What follows belongs to an exercise in optimizing a design on an open flow for small area; a production flow would make more cautious choices.
Function was checked by simulation only, so behaviour that the tests miss may differ from the original.

==> garnet: inputs <==
==> flow/design.v (excerpt) <==
module tv80n(m1_n, mreq_n, iorq_n, rd_n, wr_n, rfsh_n, halt_n, busak_n, A, dout, pc, reset_n, clk, wait_n, int_n, nmi_n, busrq_n, di);
clock: 12.0 ns
lec_check: 0
cap_margin: 20
core_margin: 2
core_utilization: 70
slew_margin: 20
standard.sh (not shown) runs the stock make flow with config.mk's settings and CLKGATE_MAP_FILE= SYNTH_SCRIPT=/design/flow/synth_recipe.tcl, a recipe that flattens the netlist after the stock synthesis.
==> flow/flow/run.sh <==
#!/bin/bash
# Own layout flow: the standard ORFS flow (standard.sh) with three changes
#  1. synthesis: the standard synthesis script, except that ABC maps the logic with
#     flow/nf.abc (&nf, area-oriented) instead of ORFS's abc script; flip-flops are
#     mapped by the standard dfflibmap step, so the registers are the standard ones
#  2. port buffers use sky130_fd_sc_hd__buf_1 (every port still gets its buffer)
#  3. CTS: clkbuf_8 leaf clusters of at most 12 sinks, no dummy loads
# Each step's full output goes to a log file in the work folder.
set -euo pipefail
W=$(pwd)
{
  cat <<'TCL'
proc abc {args} {
  set i [lsearch -exact $args -script]
  if {$i >= 0} { lset args [expr {$i + 1}] $::env(MY_ABC_SCRIPT) }
  yosys abc {*}$args
}
TCL
  cat "$W/synth_recipe.tcl"
} > "$W/own_synth.tcl"
export MY_ABC_SCRIPT="$W/flow/nf.abc"
bash "$W/standard.sh" "SYNTH_SCRIPT=$W/own_synth.tcl" synth > "$W/synth.log" 2>&1
bash "$W/standard.sh" "SYNTH_SCRIPT=$W/own_synth.tcl" \
  "BUFFER_PORTS_ARGS=-buffer_cell sky130_fd_sc_hd__buf_1" \
  "CTS_ARGS=-sink_clustering_enable -repair_clock_nets -dont_use_dummy_load -buf_list sky130_fd_sc_hd__clkbuf_8 -sink_clustering_size 12 -sink_clustering_max_diameter 60" \
  finish > "$W/layout.log" 2>&1
==> flow/flow/nf.abc <==
strash
&get -n
&st
&dch
&nf -R 1000
&put
==> fjord (differences from garnet) <==
--- a/flow/flow/run.sh
+++ b/flow/flow/run.sh
@@ -3,3 +3,4 @@
 #  1. synthesis: the standard synthesis script, except that ABC maps the logic with
-#     flow/nf.abc (&nf, area-oriented) instead of ORFS's abc script; flip-flops are
+#     flow/nf.abc (&nf, area-oriented) instead of ORFS's abc script, and adders are
+#     left to ABC (no ADDER_MAP_FILE half/full-adder extraction); flip-flops are
 #     mapped by the standard dfflibmap step, so the registers are the standard ones
@@ -21,4 +22,4 @@
 export MY_ABC_SCRIPT="$W/flow/nf.abc"
-bash "$W/standard.sh" "SYNTH_SCRIPT=$W/own_synth.tcl" synth > "$W/synth.log" 2>&1
-bash "$W/standard.sh" "SYNTH_SCRIPT=$W/own_synth.tcl" \
+bash "$W/standard.sh" "SYNTH_SCRIPT=$W/own_synth.tcl" "ADDER_MAP_FILE=" synth > "$W/synth.log" 2>&1
+bash "$W/standard.sh" "SYNTH_SCRIPT=$W/own_synth.tcl" "ADDER_MAP_FILE=" \
   "BUFFER_PORTS_ARGS=-buffer_cell sky130_fd_sc_hd__buf_1" \
--- a/flow/config.mk
+++ b/flow/config.mk
@@ -9,3 +9,4 @@
 export CORE_MARGIN = 2
-export CORE_UTILIZATION = 70
+export CORE_UTILIZATION = 40
+export GPL_TIMING_DRIVEN = 0
 export SLEW_MARGIN = 20
==> notes <==
fjord produced a clean layout. garnet died in global routing, error GRT-0116. Against fjord, the synthesized area of garnet is larger by 1.7%. In fjord the synthesized cell count is higher than in garnet, by about 0.8%.
==> figures <==
quantity                                                                       garnet                    fjord
Run status                                                             did not finish  complete, no violations
Failing step                                                           global routing                        -
Routability congestion estimate from global placement                            1.69                     1.04
Starting density of the core                                                    70.8%                    40.6%
Simple-gate share of the synthesized area                                       22.8%                    24.2%
Synthesized instance count                                                       3060                     3084
Site Rows                                                                          68                       89
Fraction of the yosys area taken by sequential cells                            34.7%                    35.3%
Adder-Cell Fraction of Synth Area                                               5.53%                   0.292%
Die span in x                                                                  191 um                   249 um
Post-Synthesis Cell Area                                                   24400 um^2               24000 um^2
Synth Area in Compound Gates                                                    31.3%                    32.5%
Parity-gate share of the synthesized area counting xor and xnor cells           2.73%                    5.11%
